This is an optimization exercise on Yosys and OpenROAD, whose aim is small area and a short achievable clock period, not a production implementation.
Only the layout flow was run in this run; the RTL was not checked for function there.
No activity file was given, so power comes from the tool's default toggle rates.

--- flow/config.mk ---
export PLATFORM = sky130hd
export DESIGN_NAME = movavg
export DESIGN_NICKNAME = movavg
export VERILOG_FILES = /design/flow/design.v
export SDC_FILE = /design/flow/constraint.sdc
export NUM_CORES = 4
export LEC_CHECK = 0
export CAP_MARGIN = 20
export CORE_MARGIN = 2
export CORE_UTILIZATION = 65
export CTS_BUF_LIST = sky130_fd_sc_hd__clkbuf_4 sky130_fd_sc_hd__clkbuf_8
export PLACE_DENSITY = 0.75
export SETUP_SLACK_MARGIN = 1.5
export SLEW_MARGIN = 20
--- flow/constraint.sdc ---
create_clock -name core_clock -period 7.5 [get_ports {clk}]
set_input_delay 1.5000 -clock core_clock [delete_from_list [all_inputs] [get_ports {clk}]]
set_output_delay 1.5000 -clock core_clock [all_outputs]
set_load 0.01 [all_outputs]
--- flow/design.v ---
module movavg(
    input logic clk,
    input logic reset,
    input logic [63:0] din,
    output logic [63:0] dout
);
   logic [63:0] t1, t2, t3;
   logic [63:0] s1, c1, x1, s2, c2;
   logic ao_w1;
   logic ao_w2;
   logic ao_w3;
   logic ao_w4;
   logic ao_w5;
   logic ao_w6;
   logic ao_w7;
   logic ao_w8;
   logic ao_w9;
   logic ao_w10;
   logic ao_w11;
   logic ao_w12;
   logic ao_w13;
   logic ao_w14;
   logic ao_w15;
   logic ao_w16;
   logic ao_w17;
   logic ao_w18;
   logic ao_w19;
   logic ao_w20;
   logic ao_w21;
   logic ao_w22;
   logic ao_w23;
   logic ao_w24;
   logic ao_w25;
   logic ao_w26;
   logic ao_w27;
   logic ao_w28;
   logic ao_w29;
   logic ao_w30;
   logic ao_w31;
   logic ao_w32;
   logic ao_w33;
   logic ao_w34;
   logic ao_w35;
   logic ao_w36;
   logic ao_w37;
   logic ao_w38;
   logic ao_w39;
   logic ao_w40;
   logic ao_w41;
   logic ao_w42;
   logic ao_w43;
   logic ao_w44;
   logic ao_w45;
   logic ao_w46;
   logic ao_w47;
   logic ao_w48;
   logic ao_w49;
   logic ao_w50;
   logic ao_w51;
   logic ao_w52;
   logic ao_w53;
   logic ao_w54;
   logic ao_w55;
   logic ao_w56;
   logic ao_w57;
   logic ao_w58;
   logic ao_w59;
   logic ao_w60;
   logic ao_w61;
   logic ao_w62;
   logic ao_w63;
   logic ao_w64;
   logic ao_w65;
   logic ao_w66;
   logic ao_w67;
   logic ao_w68;
   logic ao_w69;
   logic ao_w70;
   logic ao_w71;
   logic ao_w72;
   logic ao_w73;
   logic ao_w74;
   logic ao_w75;
   logic ao_w76;
   logic ao_w77;
   logic ao_w78;
   logic ao_w79;
   logic ao_w80;
   logic ao_w81;
   logic ao_w82;
   logic ao_w83;
   logic ao_w84;
   logic ao_w85;
   logic ao_w86;
   logic ao_w87;
   logic ao_w88;
   logic ao_w89;
   logic ao_w90;
   logic ao_w91;
   logic ao_w92;
   logic ao_w93;
   logic ao_w94;
   logic ao_w95;
   logic ao_w96;
   logic ao_w97;
   logic ao_w98;
   logic ao_w99;
   logic ao_w100;
   logic ao_w101;
   logic ao_w102;
   logic ao_w103;
   logic ao_w104;
   logic ao_w105;
   logic ao_w106;
   logic ao_w107;
   logic ao_w108;
   logic ao_w109;
   logic ao_w110;
   logic ao_w111;
   logic ao_w112;
   logic ao_w113;
   logic ao_w114;
   logic ao_w115;
   logic ao_w116;
   logic ao_w117;
   logic ao_w118;
   logic ao_w119;
   logic ao_w120;
   logic ao_w121;
   logic ao_w122;
   logic ao_w123;
   logic ao_w124;
   logic ao_w125;
   logic ao_w126;
   logic ao_w127;
   logic ao_w128;
   logic ao_w129;
   logic ao_w130;
   logic ao_w131;
   logic ao_w132;
   logic ao_w133;
   logic ao_w134;
   logic ao_w135;
   logic ao_w136;
   logic ao_w137;
   logic ao_w138;
   logic ao_w139;
   logic ao_w140;
   logic ao_w141;
   logic ao_w142;
   logic ao_w143;
   logic ao_w144;
   logic ao_w145;
   logic ao_w146;
   logic ao_w147;
   logic ao_w148;
   logic ao_w149;
   logic ao_w150;
   logic ao_w151;
   logic ao_w152;
   logic ao_w153;
   logic ao_w154;
   logic ao_w155;
   logic ao_w156;
   logic ao_w157;
   logic ao_w158;
   logic ao_w159;
   logic ao_w160;
   logic ao_w161;
   logic ao_w162;
   logic ao_w163;
   logic ao_w164;
   logic ao_w165;
   logic ao_w166;
   logic ao_w167;
   logic ao_w168;
   logic ao_w169;
   logic ao_w170;
   logic ao_w171;
   logic ao_w172;
   logic ao_w173;
   logic ao_w174;
   logic ao_w175;
   logic ao_w176;
   logic ao_w177;
   logic ao_w178;
   logic ao_w179;
   logic ao_w180;
   logic ao_w181;
   logic ao_w182;
   logic ao_w183;
   logic ao_w184;
   logic ao_w185;
   logic ao_w186;
   logic ao_w187;
   logic ao_w188;
   logic ao_w189;
   logic ao_w190;
   logic ao_w191;
   logic ao_w192;
   logic ao_w193;
   logic ao_w194;
   logic ao_w195;
   logic ao_w196;
   logic ao_w197;
   logic ao_w198;
   logic ao_w199;
   logic ao_w200;
   logic ao_w201;
   logic ao_w202;
   logic ao_w203;
   logic ao_w204;
   logic ao_w205;
   logic ao_w206;
   logic ao_w207;
   logic ao_w208;
   logic ao_w209;
   logic ao_w210;
   logic ao_w211;
   logic ao_w212;
   logic ao_w213;
   logic ao_w214;
   logic ao_w215;
   logic ao_w216;
   logic ao_w217;
   logic ao_w218;
   logic ao_w219;
   logic ao_w220;
   logic ao_w221;
   logic ao_w222;
   logic ao_w223;
   logic ao_w224;
   logic ao_w225;
   logic ao_w226;
   logic ao_w227;
   logic ao_w228;
   logic ao_w229;
   logic ao_w230;
   logic ao_w231;
   logic ao_w232;
   logic ao_w233;
   logic ao_w234;
   logic ao_w235;
   logic ao_w236;
   logic ao_w237;
   logic ao_w238;
   logic ao_w239;
   logic ao_w240;
   logic ao_w241;
   logic ao_w242;
   logic ao_w243;
   logic ao_w244;
   logic ao_w245;
   logic ao_w246;
   logic ao_w247;
   logic ao_w248;
   logic ao_w249;
   logic ao_w250;
   logic ao_w251;
   logic ao_w252;
   logic ao_w253;
   logic ao_w254;
   logic ao_w255;
   logic ao_w256;
   logic ao_w257;
   logic ao_w258;
   logic ao_w259;
   logic ao_w260;
   logic ao_w261;
   logic ao_w262;
   logic ao_w263;
   logic ao_w264;
   logic ao_w265;
   logic ao_w266;
   logic ao_w267;
   logic ao_w268;
   logic ao_w269;
   logic ao_w270;
   logic ao_w271;
   logic ao_w272;
   logic ao_w273;
   logic ao_w274;
   logic ao_w275;
   logic ao_w276;
   logic ao_w277;
   logic ao_w278;
   logic ao_w279;
   logic ao_w280;
   logic ao_w281;
   logic ao_w282;
   logic ao_w283;
   logic ao_w284;
   logic ao_w285;
   logic ao_w286;
   logic ao_w287;
   logic ao_w288;
   logic ao_w289;
   logic ao_w290;
   logic ao_w291;
   logic ao_w292;
   logic ao_w293;
   logic ao_w294;
   logic ao_w295;
   logic ao_w296;
   logic ao_w297;
   logic ao_w298;
   logic ao_w299;
   logic ao_w300;
   logic ao_w301;
   logic ao_w302;
   logic ao_w303;
   logic ao_w304;
   logic ao_w305;
   logic ao_w306;
   logic ao_w307;
   logic ao_w308;
   logic ao_w309;
   logic ao_w310;
   logic ao_w311;
   logic ao_w312;
   logic ao_w313;
   logic ao_w314;
   logic ao_w315;
   logic ao_w316;
   logic ao_w317;
   logic ao_w318;
   logic ao_w319;
   logic ao_w320;
   logic ao_w321;
   logic ao_w322;
   logic ao_w323;
   logic ao_w324;
   logic ao_w325;
   logic ao_w326;
   logic ao_w327;
   logic ao_w328;
   logic ao_w329;
   logic ao_w330;
   logic ao_w331;
   logic ao_w332;
   logic ao_w333;
   logic ao_w334;
   logic ao_w335;
   logic ao_w336;
   logic ao_w337;
   logic ao_w338;
   logic ao_w339;
   logic ao_w340;
   logic ao_w341;
   logic ao_w342;
   logic ao_w343;
   logic ao_w344;
   logic ao_w345;
   logic ao_w346;
   logic ao_w347;
   logic ao_w348;
   logic ao_w349;
   logic ao_w350;
   logic ao_w351;
   logic ao_w352;
   logic ao_w353;
   logic ao_w354;
   logic ao_w355;
   logic ao_w356;
   logic ao_w357;
   logic ao_w358;
   logic ao_w359;
   logic ao_w360;
   logic ao_w361;
   logic ao_w362;
   logic ao_w363;
   logic ao_w364;
   logic ao_w365;
   logic ao_w366;
   logic ao_w367;
   logic ao_w368;
   logic ao_w369;
   logic ao_w370;
   logic ao_w371;
   logic ao_w372;
   logic ao_w373;
   logic ao_w374;
   logic ao_w375;
   logic ao_w376;
   logic ao_w377;
   logic ao_w378;
   logic ao_w379;
   logic ao_w380;
   logic ao_w381;
   logic ao_w382;
   logic ao_w383;
   logic ao_w384;
   logic ao_w385;
   logic ao_w386;
   logic ao_w387;
   logic ao_w388;
   logic ao_w389;
   logic ao_w390;
   logic ao_w391;
   logic ao_w392;
   logic ao_w393;
   logic ao_w394;
   logic ao_w395;
   logic ao_w396;
   logic ao_w397;
   logic ao_w398;
   logic ao_w399;
   logic ao_w400;
   logic ao_w401;
   logic ao_w402;
   logic ao_w403;
   logic ao_w404;
   logic ao_w405;
   logic ao_w406;
   logic ao_w407;
   logic ao_w408;
   logic ao_w409;
   logic ao_w410;
   logic ao_w411;
   logic ao_w412;
   logic ao_w413;
   logic ao_w414;
   logic ao_w415;
   logic ao_w416;
   logic ao_w417;
   logic ao_w418;
   logic ao_w419;
   logic ao_w420;
   logic ao_w421;
   logic ao_w422;
   logic ao_w423;
   logic ao_w424;
   logic ao_w425;
   logic ao_w426;
   logic ao_w427;
   logic ao_w428;
   logic ao_w429;
   logic ao_w430;
   logic ao_w431;
   logic ao_w432;
   logic ao_w433;
   logic ao_w434;
   logic ao_w435;
   logic ao_w436;
   logic ao_w437;
   logic ao_w438;
   logic ao_w439;
   logic ao_w440;
   logic ao_w441;
   logic ao_w442;
   logic ao_w443;
   logic ao_w444;
   logic ao_w445;
   logic ao_w446;
   logic ao_w447;
   logic ao_w448;
   logic ao_w449;
   logic ao_w450;
   logic ao_w451;
   logic ao_w452;
   logic ao_w453;
   logic ao_w454;
   logic ao_w455;
   logic ao_w456;
   logic ao_w457;
   logic ao_w458;
   logic ao_w459;
   logic ao_w460;
   logic ao_w461;
   logic ao_w462;
   logic ao_w463;
   logic ao_w464;
   logic ao_w465;
   logic ao_w466;
   logic ao_w467;
   logic ao_w468;
   logic ao_w469;
   logic ao_w470;
   logic ao_w471;
   logic ao_w472;
   logic ao_w473;
   logic ao_w474;
   logic ao_w475;
   logic ao_w476;
   logic ao_w477;
   logic ao_w478;
   logic ao_w479;
   logic ao_w480;
   logic ao_w481;
   logic ao_w482;
   logic ao_w483;
   logic ao_w484;
   logic ao_w485;
   logic ao_w486;
   logic ao_w487;
   logic ao_w488;
   logic ao_w489;
   logic ao_w490;
   logic ao_w491;
   logic ao_w492;
   logic ao_w493;
   logic ao_w494;
   logic ao_w495;
   logic ao_w496;
   logic ao_w497;
   logic ao_w498;
   logic ao_w499;
   logic ao_w500;
   logic ao_w501;
   logic ao_w502;
   logic ao_w503;
   assign s1 = t1 ^ t2 ^ t3;
   assign c1 = {(t1[62:0] & t2[62:0]) | (t3[62:0] & (t1[62:0] | t2[62:0])), 1'b0};
   assign x1 = s1 ^ c1;
   assign s2 = din ^ x1;
   assign c2 = {x1[62:0] & din[62:0] | ~x1[62:0] & s1[62:0], 1'b0};
   assign ao_w1 = s2[0] & c2[0];
   assign ao_w2 = s2[1] & c2[1];
   assign ao_w3 = s2[2] & c2[2];
   assign ao_w4 = s2[3] & c2[3];
   assign ao_w5 = s2[4] & c2[4];
   assign ao_w6 = s2[5] & c2[5];
   assign ao_w7 = s2[6] & c2[6];
   assign ao_w8 = s2[7] & c2[7];
   assign ao_w9 = s2[8] & c2[8];
   assign ao_w10 = s2[9] & c2[9];
   assign ao_w11 = s2[10] & c2[10];
   assign ao_w12 = s2[11] & c2[11];
   assign ao_w13 = s2[12] & c2[12];
   assign ao_w14 = s2[13] & c2[13];
   assign ao_w15 = s2[14] & c2[14];
   assign ao_w16 = s2[15] & c2[15];
   assign ao_w17 = s2[16] & c2[16];
   assign ao_w18 = s2[17] & c2[17];
   assign ao_w19 = s2[18] & c2[18];
   assign ao_w20 = s2[19] & c2[19];
   assign ao_w21 = s2[20] & c2[20];
   assign ao_w22 = s2[21] & c2[21];
   assign ao_w23 = s2[22] & c2[22];
   assign ao_w24 = s2[23] & c2[23];
   assign ao_w25 = s2[24] & c2[24];
   assign ao_w26 = s2[25] & c2[25];
   assign ao_w27 = s2[26] & c2[26];
   assign ao_w28 = s2[27] & c2[27];
   assign ao_w29 = s2[28] & c2[28];
   assign ao_w30 = s2[29] & c2[29];
   assign ao_w31 = s2[30] & c2[30];
   assign ao_w32 = s2[31] & c2[31];
   assign ao_w33 = s2[32] & c2[32];
   assign ao_w34 = s2[33] & c2[33];
   assign ao_w35 = s2[34] & c2[34];
   assign ao_w36 = s2[35] & c2[35];
   assign ao_w37 = s2[36] & c2[36];
   assign ao_w38 = s2[37] & c2[37];
   assign ao_w39 = s2[38] & c2[38];
   assign ao_w40 = s2[39] & c2[39];
   assign ao_w41 = s2[40] & c2[40];
   assign ao_w42 = s2[41] & c2[41];
   assign ao_w43 = s2[42] & c2[42];
   assign ao_w44 = s2[43] & c2[43];
   assign ao_w45 = s2[44] & c2[44];
   assign ao_w46 = s2[45] & c2[45];
   assign ao_w47 = s2[46] & c2[46];
   assign ao_w48 = s2[47] & c2[47];
   assign ao_w49 = s2[48] & c2[48];
   assign ao_w50 = s2[49] & c2[49];
   assign ao_w51 = s2[50] & c2[50];
   assign ao_w52 = s2[51] & c2[51];
   assign ao_w53 = s2[52] & c2[52];
   assign ao_w54 = s2[53] & c2[53];
   assign ao_w55 = s2[54] & c2[54];
   assign ao_w56 = s2[55] & c2[55];
   assign ao_w57 = s2[56] & c2[56];
   assign ao_w58 = s2[57] & c2[57];
   assign ao_w59 = s2[58] & c2[58];
   assign ao_w60 = s2[59] & c2[59];
   assign ao_w61 = s2[60] & c2[60];
   assign ao_w62 = s2[61] & c2[61];
   assign ao_w63 = s2[62] & c2[62];
   assign ao_w64 = s2[63] & c2[63];
   assign ao_w65 = s2[0] ^ c2[0];
   assign ao_w66 = s2[1] ^ c2[1];
   assign ao_w67 = s2[2] ^ c2[2];
   assign ao_w68 = s2[3] ^ c2[3];
   assign ao_w69 = s2[4] ^ c2[4];
   assign ao_w70 = s2[5] ^ c2[5];
   assign ao_w71 = s2[6] ^ c2[6];
   assign ao_w72 = s2[7] ^ c2[7];
   assign ao_w73 = s2[8] ^ c2[8];
   assign ao_w74 = s2[9] ^ c2[9];
   assign ao_w75 = s2[10] ^ c2[10];
   assign ao_w76 = s2[11] ^ c2[11];
   assign ao_w77 = s2[12] ^ c2[12];
   assign ao_w78 = s2[13] ^ c2[13];
   assign ao_w79 = s2[14] ^ c2[14];
   assign ao_w80 = s2[15] ^ c2[15];
   assign ao_w81 = s2[16] ^ c2[16];
   assign ao_w82 = s2[17] ^ c2[17];
   assign ao_w83 = s2[18] ^ c2[18];
   assign ao_w84 = s2[19] ^ c2[19];
   assign ao_w85 = s2[20] ^ c2[20];
   assign ao_w86 = s2[21] ^ c2[21];
   assign ao_w87 = s2[22] ^ c2[22];
   assign ao_w88 = s2[23] ^ c2[23];
   assign ao_w89 = s2[24] ^ c2[24];
   assign ao_w90 = s2[25] ^ c2[25];
   assign ao_w91 = s2[26] ^ c2[26];
   assign ao_w92 = s2[27] ^ c2[27];
   assign ao_w93 = s2[28] ^ c2[28];
   assign ao_w94 = s2[29] ^ c2[29];
   assign ao_w95 = s2[30] ^ c2[30];
   assign ao_w96 = s2[31] ^ c2[31];
   assign ao_w97 = s2[32] ^ c2[32];
   assign ao_w98 = s2[33] ^ c2[33];
   assign ao_w99 = s2[34] ^ c2[34];
   assign ao_w100 = s2[35] ^ c2[35];
   assign ao_w101 = s2[36] ^ c2[36];
   assign ao_w102 = s2[37] ^ c2[37];
   assign ao_w103 = s2[38] ^ c2[38];
   assign ao_w104 = s2[39] ^ c2[39];
   assign ao_w105 = s2[40] ^ c2[40];
   assign ao_w106 = s2[41] ^ c2[41];
   assign ao_w107 = s2[42] ^ c2[42];
   assign ao_w108 = s2[43] ^ c2[43];
   assign ao_w109 = s2[44] ^ c2[44];
   assign ao_w110 = s2[45] ^ c2[45];
   assign ao_w111 = s2[46] ^ c2[46];
   assign ao_w112 = s2[47] ^ c2[47];
   assign ao_w113 = s2[48] ^ c2[48];
   assign ao_w114 = s2[49] ^ c2[49];
   assign ao_w115 = s2[50] ^ c2[50];
   assign ao_w116 = s2[51] ^ c2[51];
   assign ao_w117 = s2[52] ^ c2[52];
   assign ao_w118 = s2[53] ^ c2[53];
   assign ao_w119 = s2[54] ^ c2[54];
   assign ao_w120 = s2[55] ^ c2[55];
   assign ao_w121 = s2[56] ^ c2[56];
   assign ao_w122 = s2[57] ^ c2[57];
   assign ao_w123 = s2[58] ^ c2[58];
   assign ao_w124 = s2[59] ^ c2[59];
   assign ao_w125 = s2[60] ^ c2[60];
   assign ao_w126 = s2[61] ^ c2[61];
   assign ao_w127 = s2[62] ^ c2[62];
   assign ao_w128 = s2[63] ^ c2[63];
   assign ao_w129 = ao_w2 | (ao_w66 & ao_w1);
   assign ao_w130 = ao_w66 & ao_w65;
   assign ao_w131 = ao_w4 | (ao_w68 & ao_w3);
   assign ao_w132 = ao_w68 & ao_w67;
   assign ao_w133 = ao_w6 | (ao_w70 & ao_w5);
   assign ao_w134 = ao_w70 & ao_w69;
   assign ao_w135 = ao_w8 | (ao_w72 & ao_w7);
   assign ao_w136 = ao_w72 & ao_w71;
   assign ao_w137 = ao_w10 | (ao_w74 & ao_w9);
   assign ao_w138 = ao_w74 & ao_w73;
   assign ao_w139 = ao_w12 | (ao_w76 & ao_w11);
   assign ao_w140 = ao_w76 & ao_w75;
   assign ao_w141 = ao_w14 | (ao_w78 & ao_w13);
   assign ao_w142 = ao_w78 & ao_w77;
   assign ao_w143 = ao_w16 | (ao_w80 & ao_w15);
   assign ao_w144 = ao_w80 & ao_w79;
   assign ao_w145 = ao_w3 | (ao_w67 & ao_w129);
   assign ao_w146 = ao_w67 & ao_w130;
   assign ao_w147 = ao_w131 | (ao_w132 & ao_w129);
   assign ao_w148 = ao_w132 & ao_w130;
   assign ao_w149 = ao_w7 | (ao_w71 & ao_w133);
   assign ao_w150 = ao_w71 & ao_w134;
   assign ao_w151 = ao_w135 | (ao_w136 & ao_w133);
   assign ao_w152 = ao_w136 & ao_w134;
   assign ao_w153 = ao_w11 | (ao_w75 & ao_w137);
   assign ao_w154 = ao_w75 & ao_w138;
   assign ao_w155 = ao_w139 | (ao_w140 & ao_w137);
   assign ao_w156 = ao_w140 & ao_w138;
   assign ao_w157 = ao_w15 | (ao_w79 & ao_w141);
   assign ao_w158 = ao_w79 & ao_w142;
   assign ao_w159 = ao_w143 | (ao_w144 & ao_w141);
   assign ao_w160 = ao_w144 & ao_w142;
   assign ao_w161 = ao_w5 | (ao_w69 & ao_w147);
   assign ao_w162 = ao_w69 & ao_w148;
   assign ao_w163 = ao_w133 | (ao_w134 & ao_w147);
   assign ao_w164 = ao_w134 & ao_w148;
   assign ao_w165 = ao_w149 | (ao_w150 & ao_w147);
   assign ao_w166 = ao_w150 & ao_w148;
   assign ao_w167 = ao_w151 | (ao_w152 & ao_w147);
   assign ao_w168 = ao_w152 & ao_w148;
   assign ao_w169 = ao_w13 | (ao_w77 & ao_w155);
   assign ao_w170 = ao_w77 & ao_w156;
   assign ao_w171 = ao_w141 | (ao_w142 & ao_w155);
   assign ao_w172 = ao_w142 & ao_w156;
   assign ao_w173 = ao_w157 | (ao_w158 & ao_w155);
   assign ao_w174 = ao_w158 & ao_w156;
   assign ao_w175 = ao_w159 | (ao_w160 & ao_w155);
   assign ao_w176 = ao_w160 & ao_w156;
   assign ao_w177 = ao_w9 | (ao_w73 & ao_w167);
   assign ao_w178 = ao_w73 & ao_w168;
   assign ao_w179 = ao_w137 | (ao_w138 & ao_w167);
   assign ao_w180 = ao_w138 & ao_w168;
   assign ao_w181 = ao_w153 | (ao_w154 & ao_w167);
   assign ao_w182 = ao_w154 & ao_w168;
   assign ao_w183 = ao_w155 | (ao_w156 & ao_w167);
   assign ao_w184 = ao_w156 & ao_w168;
   assign ao_w185 = ao_w169 | (ao_w170 & ao_w167);
   assign ao_w186 = ao_w170 & ao_w168;
   assign ao_w187 = ao_w171 | (ao_w172 & ao_w167);
   assign ao_w188 = ao_w172 & ao_w168;
   assign ao_w189 = ao_w173 | (ao_w174 & ao_w167);
   assign ao_w190 = ao_w174 & ao_w168;
   assign ao_w191 = ao_w175 | (ao_w176 & ao_w167);
   assign ao_w192 = ao_w176 & ao_w168;
   assign ao_w193 = ao_w18 | (ao_w82 & ao_w17);
   assign ao_w194 = ao_w82 & ao_w81;
   assign ao_w195 = ao_w20 | (ao_w84 & ao_w19);
   assign ao_w196 = ao_w84 & ao_w83;
   assign ao_w197 = ao_w22 | (ao_w86 & ao_w21);
   assign ao_w198 = ao_w86 & ao_w85;
   assign ao_w199 = ao_w24 | (ao_w88 & ao_w23);
   assign ao_w200 = ao_w88 & ao_w87;
   assign ao_w201 = ao_w26 | (ao_w90 & ao_w25);
   assign ao_w202 = ao_w90 & ao_w89;
   assign ao_w203 = ao_w28 | (ao_w92 & ao_w27);
   assign ao_w204 = ao_w92 & ao_w91;
   assign ao_w205 = ao_w30 | (ao_w94 & ao_w29);
   assign ao_w206 = ao_w94 & ao_w93;
   assign ao_w207 = ao_w32 | (ao_w96 & ao_w31);
   assign ao_w208 = ao_w96 & ao_w95;
   assign ao_w209 = ao_w19 | (ao_w83 & ao_w193);
   assign ao_w210 = ao_w83 & ao_w194;
   assign ao_w211 = ao_w195 | (ao_w196 & ao_w193);
   assign ao_w212 = ao_w196 & ao_w194;
   assign ao_w213 = ao_w23 | (ao_w87 & ao_w197);
   assign ao_w214 = ao_w87 & ao_w198;
   assign ao_w215 = ao_w199 | (ao_w200 & ao_w197);
   assign ao_w216 = ao_w200 & ao_w198;
   assign ao_w217 = ao_w27 | (ao_w91 & ao_w201);
   assign ao_w218 = ao_w91 & ao_w202;
   assign ao_w219 = ao_w203 | (ao_w204 & ao_w201);
   assign ao_w220 = ao_w204 & ao_w202;
   assign ao_w221 = ao_w31 | (ao_w95 & ao_w205);
   assign ao_w222 = ao_w95 & ao_w206;
   assign ao_w223 = ao_w207 | (ao_w208 & ao_w205);
   assign ao_w224 = ao_w208 & ao_w206;
   assign ao_w225 = ao_w21 | (ao_w85 & ao_w211);
   assign ao_w226 = ao_w85 & ao_w212;
   assign ao_w227 = ao_w197 | (ao_w198 & ao_w211);
   assign ao_w228 = ao_w198 & ao_w212;
   assign ao_w229 = ao_w213 | (ao_w214 & ao_w211);
   assign ao_w230 = ao_w214 & ao_w212;
   assign ao_w231 = ao_w215 | (ao_w216 & ao_w211);
   assign ao_w232 = ao_w216 & ao_w212;
   assign ao_w233 = ao_w29 | (ao_w93 & ao_w219);
   assign ao_w234 = ao_w93 & ao_w220;
   assign ao_w235 = ao_w205 | (ao_w206 & ao_w219);
   assign ao_w236 = ao_w206 & ao_w220;
   assign ao_w237 = ao_w221 | (ao_w222 & ao_w219);
   assign ao_w238 = ao_w222 & ao_w220;
   assign ao_w239 = ao_w223 | (ao_w224 & ao_w219);
   assign ao_w240 = ao_w224 & ao_w220;
   assign ao_w241 = ao_w25 | (ao_w89 & ao_w231);
   assign ao_w242 = ao_w89 & ao_w232;
   assign ao_w243 = ao_w201 | (ao_w202 & ao_w231);
   assign ao_w244 = ao_w202 & ao_w232;
   assign ao_w245 = ao_w217 | (ao_w218 & ao_w231);
   assign ao_w246 = ao_w218 & ao_w232;
   assign ao_w247 = ao_w219 | (ao_w220 & ao_w231);
   assign ao_w248 = ao_w220 & ao_w232;
   assign ao_w249 = ao_w233 | (ao_w234 & ao_w231);
   assign ao_w250 = ao_w234 & ao_w232;
   assign ao_w251 = ao_w235 | (ao_w236 & ao_w231);
   assign ao_w252 = ao_w236 & ao_w232;
   assign ao_w253 = ao_w237 | (ao_w238 & ao_w231);
   assign ao_w254 = ao_w238 & ao_w232;
   assign ao_w255 = ao_w239 | (ao_w240 & ao_w231);
   assign ao_w256 = ao_w240 & ao_w232;
   assign ao_w257 = ao_w34 | (ao_w98 & ao_w33);
   assign ao_w258 = ao_w98 & ao_w97;
   assign ao_w259 = ao_w36 | (ao_w100 & ao_w35);
   assign ao_w260 = ao_w100 & ao_w99;
   assign ao_w261 = ao_w38 | (ao_w102 & ao_w37);
   assign ao_w262 = ao_w102 & ao_w101;
   assign ao_w263 = ao_w40 | (ao_w104 & ao_w39);
   assign ao_w264 = ao_w104 & ao_w103;
   assign ao_w265 = ao_w42 | (ao_w106 & ao_w41);
   assign ao_w266 = ao_w106 & ao_w105;
   assign ao_w267 = ao_w44 | (ao_w108 & ao_w43);
   assign ao_w268 = ao_w108 & ao_w107;
   assign ao_w269 = ao_w46 | (ao_w110 & ao_w45);
   assign ao_w270 = ao_w110 & ao_w109;
   assign ao_w271 = ao_w48 | (ao_w112 & ao_w47);
   assign ao_w272 = ao_w112 & ao_w111;
   assign ao_w273 = ao_w35 | (ao_w99 & ao_w257);
   assign ao_w274 = ao_w99 & ao_w258;
   assign ao_w275 = ao_w259 | (ao_w260 & ao_w257);
   assign ao_w276 = ao_w260 & ao_w258;
   assign ao_w277 = ao_w39 | (ao_w103 & ao_w261);
   assign ao_w278 = ao_w103 & ao_w262;
   assign ao_w279 = ao_w263 | (ao_w264 & ao_w261);
   assign ao_w280 = ao_w264 & ao_w262;
   assign ao_w281 = ao_w43 | (ao_w107 & ao_w265);
   assign ao_w282 = ao_w107 & ao_w266;
   assign ao_w283 = ao_w267 | (ao_w268 & ao_w265);
   assign ao_w284 = ao_w268 & ao_w266;
   assign ao_w285 = ao_w47 | (ao_w111 & ao_w269);
   assign ao_w286 = ao_w111 & ao_w270;
   assign ao_w287 = ao_w271 | (ao_w272 & ao_w269);
   assign ao_w288 = ao_w272 & ao_w270;
   assign ao_w289 = ao_w37 | (ao_w101 & ao_w275);
   assign ao_w290 = ao_w101 & ao_w276;
   assign ao_w291 = ao_w261 | (ao_w262 & ao_w275);
   assign ao_w292 = ao_w262 & ao_w276;
   assign ao_w293 = ao_w277 | (ao_w278 & ao_w275);
   assign ao_w294 = ao_w278 & ao_w276;
   assign ao_w295 = ao_w279 | (ao_w280 & ao_w275);
   assign ao_w296 = ao_w280 & ao_w276;
   assign ao_w297 = ao_w45 | (ao_w109 & ao_w283);
   assign ao_w298 = ao_w109 & ao_w284;
   assign ao_w299 = ao_w269 | (ao_w270 & ao_w283);
   assign ao_w300 = ao_w270 & ao_w284;
   assign ao_w301 = ao_w285 | (ao_w286 & ao_w283);
   assign ao_w302 = ao_w286 & ao_w284;
   assign ao_w303 = ao_w287 | (ao_w288 & ao_w283);
   assign ao_w304 = ao_w288 & ao_w284;
   assign ao_w305 = ao_w41 | (ao_w105 & ao_w295);
   assign ao_w306 = ao_w105 & ao_w296;
   assign ao_w307 = ao_w265 | (ao_w266 & ao_w295);
   assign ao_w308 = ao_w266 & ao_w296;
   assign ao_w309 = ao_w281 | (ao_w282 & ao_w295);
   assign ao_w310 = ao_w282 & ao_w296;
   assign ao_w311 = ao_w283 | (ao_w284 & ao_w295);
   assign ao_w312 = ao_w284 & ao_w296;
   assign ao_w313 = ao_w297 | (ao_w298 & ao_w295);
   assign ao_w314 = ao_w298 & ao_w296;
   assign ao_w315 = ao_w299 | (ao_w300 & ao_w295);
   assign ao_w316 = ao_w300 & ao_w296;
   assign ao_w317 = ao_w301 | (ao_w302 & ao_w295);
   assign ao_w318 = ao_w302 & ao_w296;
   assign ao_w319 = ao_w303 | (ao_w304 & ao_w295);
   assign ao_w320 = ao_w304 & ao_w296;
   assign ao_w321 = ao_w50 | (ao_w114 & ao_w49);
   assign ao_w322 = ao_w114 & ao_w113;
   assign ao_w323 = ao_w52 | (ao_w116 & ao_w51);
   assign ao_w324 = ao_w116 & ao_w115;
   assign ao_w325 = ao_w54 | (ao_w118 & ao_w53);
   assign ao_w326 = ao_w118 & ao_w117;
   assign ao_w327 = ao_w56 | (ao_w120 & ao_w55);
   assign ao_w328 = ao_w120 & ao_w119;
   assign ao_w329 = ao_w58 | (ao_w122 & ao_w57);
   assign ao_w330 = ao_w122 & ao_w121;
   assign ao_w331 = ao_w60 | (ao_w124 & ao_w59);
   assign ao_w332 = ao_w124 & ao_w123;
   assign ao_w333 = ao_w62 | (ao_w126 & ao_w61);
   assign ao_w334 = ao_w126 & ao_w125;
   assign ao_w335 = ao_w64 | (ao_w128 & ao_w63);
   assign ao_w336 = ao_w128 & ao_w127;
   assign ao_w337 = ao_w51 | (ao_w115 & ao_w321);
   assign ao_w338 = ao_w115 & ao_w322;
   assign ao_w339 = ao_w323 | (ao_w324 & ao_w321);
   assign ao_w340 = ao_w324 & ao_w322;
   assign ao_w341 = ao_w55 | (ao_w119 & ao_w325);
   assign ao_w342 = ao_w119 & ao_w326;
   assign ao_w343 = ao_w327 | (ao_w328 & ao_w325);
   assign ao_w344 = ao_w328 & ao_w326;
   assign ao_w345 = ao_w59 | (ao_w123 & ao_w329);
   assign ao_w346 = ao_w123 & ao_w330;
   assign ao_w347 = ao_w331 | (ao_w332 & ao_w329);
   assign ao_w348 = ao_w332 & ao_w330;
   assign ao_w349 = ao_w63 | (ao_w127 & ao_w333);
   assign ao_w350 = ao_w127 & ao_w334;
   assign ao_w351 = ao_w335 | (ao_w336 & ao_w333);
   assign ao_w352 = ao_w336 & ao_w334;
   assign ao_w353 = ao_w53 | (ao_w117 & ao_w339);
   assign ao_w354 = ao_w117 & ao_w340;
   assign ao_w355 = ao_w325 | (ao_w326 & ao_w339);
   assign ao_w356 = ao_w326 & ao_w340;
   assign ao_w357 = ao_w341 | (ao_w342 & ao_w339);
   assign ao_w358 = ao_w342 & ao_w340;
   assign ao_w359 = ao_w343 | (ao_w344 & ao_w339);
   assign ao_w360 = ao_w344 & ao_w340;
   assign ao_w361 = ao_w61 | (ao_w125 & ao_w347);
   assign ao_w362 = ao_w125 & ao_w348;
   assign ao_w363 = ao_w333 | (ao_w334 & ao_w347);
   assign ao_w364 = ao_w334 & ao_w348;
   assign ao_w365 = ao_w349 | (ao_w350 & ao_w347);
   assign ao_w366 = ao_w350 & ao_w348;
   assign ao_w367 = ao_w351 | (ao_w352 & ao_w347);
   assign ao_w368 = ao_w352 & ao_w348;
   assign ao_w369 = ao_w57 | (ao_w121 & ao_w359);
   assign ao_w370 = ao_w121 & ao_w360;
   assign ao_w371 = ao_w329 | (ao_w330 & ao_w359);
   assign ao_w372 = ao_w330 & ao_w360;
   assign ao_w373 = ao_w345 | (ao_w346 & ao_w359);
   assign ao_w374 = ao_w346 & ao_w360;
   assign ao_w375 = ao_w347 | (ao_w348 & ao_w359);
   assign ao_w376 = ao_w348 & ao_w360;
   assign ao_w377 = ao_w361 | (ao_w362 & ao_w359);
   assign ao_w378 = ao_w362 & ao_w360;
   assign ao_w379 = ao_w363 | (ao_w364 & ao_w359);
   assign ao_w380 = ao_w364 & ao_w360;
   assign ao_w381 = ao_w365 | (ao_w366 & ao_w359);
   assign ao_w382 = ao_w366 & ao_w360;
   assign ao_w383 = ao_w367 | (ao_w368 & ao_w359);
   assign ao_w384 = ao_w368 & ao_w360;
   assign ao_w385 = ao_w255 | (ao_w256 & ao_w191);
   assign ao_w386 = ao_w256 & ao_w192;
   assign ao_w387 = ao_w383 | (ao_w384 & ao_w319);
   assign ao_w388 = ao_w384 & ao_w320;
   assign ao_w389 = ao_w319 | (ao_w320 & ao_w385);
   assign ao_w390 = ao_w320 & ao_w386;
   assign ao_w391 = ao_w387 | (ao_w388 & ao_w385);
   assign ao_w392 = ao_w388 & ao_w386;
   assign ao_w393 = ao_w17 | (ao_w81 & ao_w191);
   assign ao_w394 = ao_w193 | (ao_w194 & ao_w191);
   assign ao_w395 = ao_w209 | (ao_w210 & ao_w191);
   assign ao_w396 = ao_w211 | (ao_w212 & ao_w191);
   assign ao_w397 = ao_w225 | (ao_w226 & ao_w191);
   assign ao_w398 = ao_w227 | (ao_w228 & ao_w191);
   assign ao_w399 = ao_w229 | (ao_w230 & ao_w191);
   assign ao_w400 = ao_w231 | (ao_w232 & ao_w191);
   assign ao_w401 = ao_w241 | (ao_w242 & ao_w191);
   assign ao_w402 = ao_w243 | (ao_w244 & ao_w191);
   assign ao_w403 = ao_w245 | (ao_w246 & ao_w191);
   assign ao_w404 = ao_w247 | (ao_w248 & ao_w191);
   assign ao_w405 = ao_w249 | (ao_w250 & ao_w191);
   assign ao_w406 = ao_w251 | (ao_w252 & ao_w191);
   assign ao_w407 = ao_w253 | (ao_w254 & ao_w191);
   assign ao_w408 = ao_w255 | (ao_w256 & ao_w191);
   assign ao_w409 = ao_w33 | (ao_w97 & ao_w385);
   assign ao_w410 = ao_w257 | (ao_w258 & ao_w385);
   assign ao_w411 = ao_w273 | (ao_w274 & ao_w385);
   assign ao_w412 = ao_w275 | (ao_w276 & ao_w385);
   assign ao_w413 = ao_w289 | (ao_w290 & ao_w385);
   assign ao_w414 = ao_w291 | (ao_w292 & ao_w385);
   assign ao_w415 = ao_w293 | (ao_w294 & ao_w385);
   assign ao_w416 = ao_w295 | (ao_w296 & ao_w385);
   assign ao_w417 = ao_w305 | (ao_w306 & ao_w385);
   assign ao_w418 = ao_w307 | (ao_w308 & ao_w385);
   assign ao_w419 = ao_w309 | (ao_w310 & ao_w385);
   assign ao_w420 = ao_w311 | (ao_w312 & ao_w385);
   assign ao_w421 = ao_w313 | (ao_w314 & ao_w385);
   assign ao_w422 = ao_w315 | (ao_w316 & ao_w385);
   assign ao_w423 = ao_w317 | (ao_w318 & ao_w385);
   assign ao_w424 = ao_w319 | (ao_w320 & ao_w385);
   assign ao_w425 = ao_w49 | (ao_w113 & ao_w389);
   assign ao_w426 = ao_w321 | (ao_w322 & ao_w389);
   assign ao_w427 = ao_w337 | (ao_w338 & ao_w389);
   assign ao_w428 = ao_w339 | (ao_w340 & ao_w389);
   assign ao_w429 = ao_w353 | (ao_w354 & ao_w389);
   assign ao_w430 = ao_w355 | (ao_w356 & ao_w389);
   assign ao_w431 = ao_w357 | (ao_w358 & ao_w389);
   assign ao_w432 = ao_w359 | (ao_w360 & ao_w389);
   assign ao_w433 = ao_w369 | (ao_w370 & ao_w389);
   assign ao_w434 = ao_w371 | (ao_w372 & ao_w389);
   assign ao_w435 = ao_w373 | (ao_w374 & ao_w389);
   assign ao_w436 = ao_w375 | (ao_w376 & ao_w389);
   assign ao_w437 = ao_w377 | (ao_w378 & ao_w389);
   assign ao_w438 = ao_w379 | (ao_w380 & ao_w389);
   assign ao_w439 = ao_w381 | (ao_w382 & ao_w389);
   assign ao_w440 = ao_w383 | (ao_w384 & ao_w389);
   assign ao_w441 = ao_w66 ^ ao_w1;
   assign ao_w442 = ao_w67 ^ ao_w129;
   assign ao_w443 = ao_w68 ^ ao_w145;
   assign ao_w444 = ao_w69 ^ ao_w147;
   assign ao_w445 = ao_w70 ^ ao_w161;
   assign ao_w446 = ao_w71 ^ ao_w163;
   assign ao_w447 = ao_w72 ^ ao_w165;
   assign ao_w448 = ao_w73 ^ ao_w167;
   assign ao_w449 = ao_w74 ^ ao_w177;
   assign ao_w450 = ao_w75 ^ ao_w179;
   assign ao_w451 = ao_w76 ^ ao_w181;
   assign ao_w452 = ao_w77 ^ ao_w183;
   assign ao_w453 = ao_w78 ^ ao_w185;
   assign ao_w454 = ao_w79 ^ ao_w187;
   assign ao_w455 = ao_w80 ^ ao_w189;
   assign ao_w456 = ao_w81 ^ ao_w191;
   assign ao_w457 = ao_w82 ^ ao_w393;
   assign ao_w458 = ao_w83 ^ ao_w394;
   assign ao_w459 = ao_w84 ^ ao_w395;
   assign ao_w460 = ao_w85 ^ ao_w396;
   assign ao_w461 = ao_w86 ^ ao_w397;
   assign ao_w462 = ao_w87 ^ ao_w398;
   assign ao_w463 = ao_w88 ^ ao_w399;
   assign ao_w464 = ao_w89 ^ ao_w400;
   assign ao_w465 = ao_w90 ^ ao_w401;
   assign ao_w466 = ao_w91 ^ ao_w402;
   assign ao_w467 = ao_w92 ^ ao_w403;
   assign ao_w468 = ao_w93 ^ ao_w404;
   assign ao_w469 = ao_w94 ^ ao_w405;
   assign ao_w470 = ao_w95 ^ ao_w406;
   assign ao_w471 = ao_w96 ^ ao_w407;
   assign ao_w472 = ao_w97 ^ ao_w408;
   assign ao_w473 = ao_w98 ^ ao_w409;
   assign ao_w474 = ao_w99 ^ ao_w410;
   assign ao_w475 = ao_w100 ^ ao_w411;
   assign ao_w476 = ao_w101 ^ ao_w412;
   assign ao_w477 = ao_w102 ^ ao_w413;
   assign ao_w478 = ao_w103 ^ ao_w414;
   assign ao_w479 = ao_w104 ^ ao_w415;
   assign ao_w480 = ao_w105 ^ ao_w416;
   assign ao_w481 = ao_w106 ^ ao_w417;
   assign ao_w482 = ao_w107 ^ ao_w418;
   assign ao_w483 = ao_w108 ^ ao_w419;
   assign ao_w484 = ao_w109 ^ ao_w420;
   assign ao_w485 = ao_w110 ^ ao_w421;
   assign ao_w486 = ao_w111 ^ ao_w422;
   assign ao_w487 = ao_w112 ^ ao_w423;
   assign ao_w488 = ao_w113 ^ ao_w424;
   assign ao_w489 = ao_w114 ^ ao_w425;
   assign ao_w490 = ao_w115 ^ ao_w426;
   assign ao_w491 = ao_w116 ^ ao_w427;
   assign ao_w492 = ao_w117 ^ ao_w428;
   assign ao_w493 = ao_w118 ^ ao_w429;
   assign ao_w494 = ao_w119 ^ ao_w430;
   assign ao_w495 = ao_w120 ^ ao_w431;
   assign ao_w496 = ao_w121 ^ ao_w432;
   assign ao_w497 = ao_w122 ^ ao_w433;
   assign ao_w498 = ao_w123 ^ ao_w434;
   assign ao_w499 = ao_w124 ^ ao_w435;
   assign ao_w500 = ao_w125 ^ ao_w436;
   assign ao_w501 = ao_w126 ^ ao_w437;
   assign ao_w502 = ao_w127 ^ ao_w438;
   assign ao_w503 = ao_w128 ^ ao_w439;
   assign dout = {ao_w503, ao_w502, ao_w501, ao_w500, ao_w499, ao_w498, ao_w497, ao_w496, ao_w495, ao_w494, ao_w493, ao_w492, ao_w491, ao_w490, ao_w489, ao_w488, ao_w487, ao_w486, ao_w485, ao_w484, ao_w483, ao_w482, ao_w481, ao_w480, ao_w479, ao_w478, ao_w477, ao_w476, ao_w475, ao_w474, ao_w473, ao_w472, ao_w471, ao_w470, ao_w469, ao_w468, ao_w467, ao_w466, ao_w465, ao_w464, ao_w463, ao_w462, ao_w461, ao_w460, ao_w459, ao_w458, ao_w457, ao_w456, ao_w455, ao_w454, ao_w453, ao_w452, ao_w451, ao_w450, ao_w449, ao_w448, ao_w447, ao_w446, ao_w445, ao_w444, ao_w443, ao_w442, ao_w441, ao_w65};
   always_ff @(posedge clk) begin
      if (reset) begin
         t1 <= 64'h0;
         t2 <= 64'h0;
         t3 <= 64'h0;
      end else begin
         t1 <= din;
         t2 <= t1;
         t3 <= t2;
      end
   end
endmodule
--- flow/flow/run.sh ---
#!/bin/bash
set -euo pipefail
export BUFFER_PORTS_ARGS="-buffer_cell sky130_fd_sc_hd__buf_2"
bash standard.sh > standard_make.log 2>&1
--- flow/standard.sh ---
#!/bin/bash
# synth_recipe.tcl (not shown) runs the flow's synth.tcl, then flattens the netlist and writes it again
# the make line also repeats each setting of config.mk as NAME=value (left out here)
make -C /OpenROAD-flow-scripts/flow DESIGN_CONFIG=/design/flow/config.mk WORK_HOME=/design/flow/orfs CLKGATE_MAP_FILE= SYNTH_SCRIPT=/design/flow/synth_recipe.tcl "${@:-finish}"
==> run notes <==
==> per-stage QoR <==
stage	setup WS (ns)	power (µW)
final	1.520	3068
after global routing	1.390	3258
after CTS	1.492	2980
after detailed placement	1.230	2213
after global placement	1.263	2200
after floorplan	1.727	2117
==> worst max-delay path: stages <==
cell      delay (ns)
buf_2           0.12
maj3_1          0.39
ha_4            0.26
a21oi_4         0.18
o21ai_2         0.10
a221oi_4        0.39
a211oi_4        0.14
buf_4           0.17
o21ai_4         0.18
nand2_4         0.12
a21boi_4        0.22
inv_2           0.06
fa_2            0.35
xor2_1          0.16
buf_2           0.14
==> final cells by class <==
class	count	area (µm²)	share of cell area
flip-flops and latches	192	3844	0.2919
inverters	33	123.9	0.009407
clock inverters	15	173.9	0.01321
well taps	225	281.5	0.02138
clock buffers	17	234.0	0.01777
diodes	1	2.502	0.0001900
multi-input cells	777	7652	0.5811
repair buffers	154	855.8	0.06499
==> kinds of logic (layout without fill, tap and decap cells) <==
family / after synthesis / count (layout) / synth area share
buffers and inverters: 118 / 219 / 0.05929
DFF: 192 / 192 / 0.3336
xor gates and xnor gates: 177 / 177 / 0.1345
other: 0 / 1 / 0
and+or+nand+nor: 298 / 298 / 0.1505
AOI/OAI and AO/OA: 111 / 111 / 0.08253
adders and majority gates: 191 / 191 / 0.2395
==> state kept, by name, indices dropped and copies added (netlist names) <==
register,count
t3,64
t1,64
t2,64
==> layer usage <==
metal / vias up / share of wire / track usage
li1: 3693 / - / -
met3: 26 / 0.040 / 0.05333
met4: 0 / 0.013 / 0.06071
met5: - / 0 / 0
met2: 108 / 0.49 / 0.3704
met1: 3496 / 0.45 / 0.2868
==> power groups by stage <==
stage                     Clock (µW)  Combinational, µW  Sequential [µW]
after floorplan                    0               1010             1110
after global placement             0               1090             1110
after detailed placement           0               1100             1110
after CTS                        723               1170             1090
after global routing             760               1400             1100
final                            700               1280             1090
==> cells in the mapped netlist (all sizes together) (6+ instances only) <==
cell	number
a21o	7
a21oi	39
and2	7
buf	64
clkbuf	21
dfxtp	192
fa	69
ha	63
inv	33
maj3	59
nand2	28
nand3	13
nand4	6
nor2	30
nor2b	190
nor3	11
o21ai	22
o21bai	6
xnor2	153
xor2	24
==> worst max path at each step <==
stage                 start       end  slack [ns]  depth (start not counted)
floorplan            din[8]  dout[49]        1.73                         13
global placement    din[16]  dout[49]        1.26                         14
detailed placement  din[18]  dout[49]        1.23                         14
CTS                 din[23]  dout[49]        1.49                         14
global route        din[10]  dout[49]        1.39                         15
finish              din[10]  dout[49]        1.52                         15
==> timing repair <==
| action | CTS | global route |
|---|---|---|
| setup endpoints to repair | 13 | 25 |
| pin swaps | 15 | 50 |
| buffers inserted | 5 | 19 |
| gates resized for setup | 36 | 69 |
==> impl_metrics.toml <==
[outcome]
status = "finished clean"

[timing]
fin_crit_ns = 5.980
finalSetupTns_ns = 0
rsz0062_at_grt = "true"
clock_skew_ns = 0.01226
setup_violations = 0
hold_ws_ns = 0.4749
post-route-period-util = 0.7973
relSlewSlack = 0.2777
hold_viol = 0
maxSlewViolCount = 0
max_freq_ghz = 0.1672
worst_slew_pin_slew_ns = 1.084

[layout]
final_cell_mix = "dfxtp_1 (192), nor2b_1 (189), xnor2_1 (145)"
drive_gt1_frac = 0.2576
nets = 1373
utilization = 0.7613
fin_cells = 1414
n_fill_cell = 1228
final_common_cell = "dfxtp_1"
final_area_mm2 = 0.01317
area_growth_pct = 14.28

[setup_path]
reg2reg_slack_ns = 6.87
cp.required_ns = 6.00
crit_arrival_ns = 4.48
crit_path_start_kind = "input pin"
r2r_start = "t1[20]$_SDFF_PP0_"
r2r-end = "t2[20]$_SDFF_PP0_"
rr_worst_depth = 1
worstPathMaxFanout = 7
crit_path_end_kind = "primary output"
worstSetupPathType = "in2out"

[grt]
grt.total_usage = 0.2214
grt_max_degree = 108
antenna_found_initial = 1
grt_first_pass_wirelength_um = 32950
grt_overflow = 0
grt_pass1_vias = 7200

[clocking]
htreeDepth = 4
clk-insertion-delay-late_ns = 0.48
cts_max_path_buffers = 2
clockRootBuffer = "clkbuf_8"
numCtsBuffers = 17
clkTransAtPathRegs_ns = 0.10
cts_tree = "yes"
holdBufCountCts = 0
cts_num_sinks = 192

[worst_hold_path]
min_from = "t2[37]$_SDFF_PP0_"
worstHoldPathCells = 2
whs_endpoint = "t3[37]$_SDFF_PP0_"
hp-class = "reg2reg"

[power_and_ir_drop]
p_leak_uw = 0.005407
seqPwrFrac = 0.355
p_clk_frac = 0.228
switching_power_uw = 1090
p_int_uw = 1977
swShare = 0.3554
combPwrFrac = 0.417
ir_worst_vdd_uv = 143.7
power.density_mw_per_mm2 = 233.0

[route]
drc = 0
drtIter0Drc = 229
wl_per_cell_um = 14.58
vias = 7323
via_per_inst = 5.179
routed_wl_um = 20610
dr.pass1.iters = 4
ant_nets = 0

[yosys]
synthesis.area_mm2 = 0.01152
synth.avg_cell_area_um2 = 10.60
syn_nets = 1285
yosysTopAreaCellShare = 0.3336
synthTopCellsByArea = "dfxtp_1 (33%), fa_1 (12%), xnor2_1 (12%)"
synth-async-reset-ratio = 0
yosysTopAreaCell = "dfxtp_1"
yosysWarnings = 1
ys.flop_type = "dfxtp_1"
synth-edff-count = 0
synth-seq-cells = 192
syn_inst = 1087
ys_seq_area_frac = 0.3336
synth_cell_type_count = 66

[floorplanning]
initial_core_util = 0.6662
dieArea_mm2 = 0.01881
rows = 48
die_w_um = 137.1
core-area_mm2 = 0.01730
die_h_um = 137.1
io_pins = 130

[place]
place_congestion = 0.8370
port_buffers = 129
place_area_mm2 = 0.01190
place_hpwl_um = 14870
place_inst = 1357

[flow_run]
drv_cap = 0

static timing again, ports no longer ideal:
The results above use ideal ports. As a check the final layout listed here was re-extracted and re-timed, cells and wires unchanged.
Step 1 assumes that a clkbuf_16 drives the clock port and a buf_2 every other input.
Step 2, shift: input delay + t, output delay - t, t = (earliest + latest rising clock arrival at the registers) / 2. This alone moves slack from input paths to output paths.
Three values: ideal ports, drivers, drivers and shift; two values: the first two.
shift t [ns]: 0.514
slack for setup (ns): 1.520 / 1.496 / 1.496
worst setup path at the end: input to output
worst slew at a driven data input, ns: 0.06
After both steps this run still meets setup and hold. For this run, drivers alone change the setup slack by -0.024 ns; drivers and shift together by -0.024 ns.
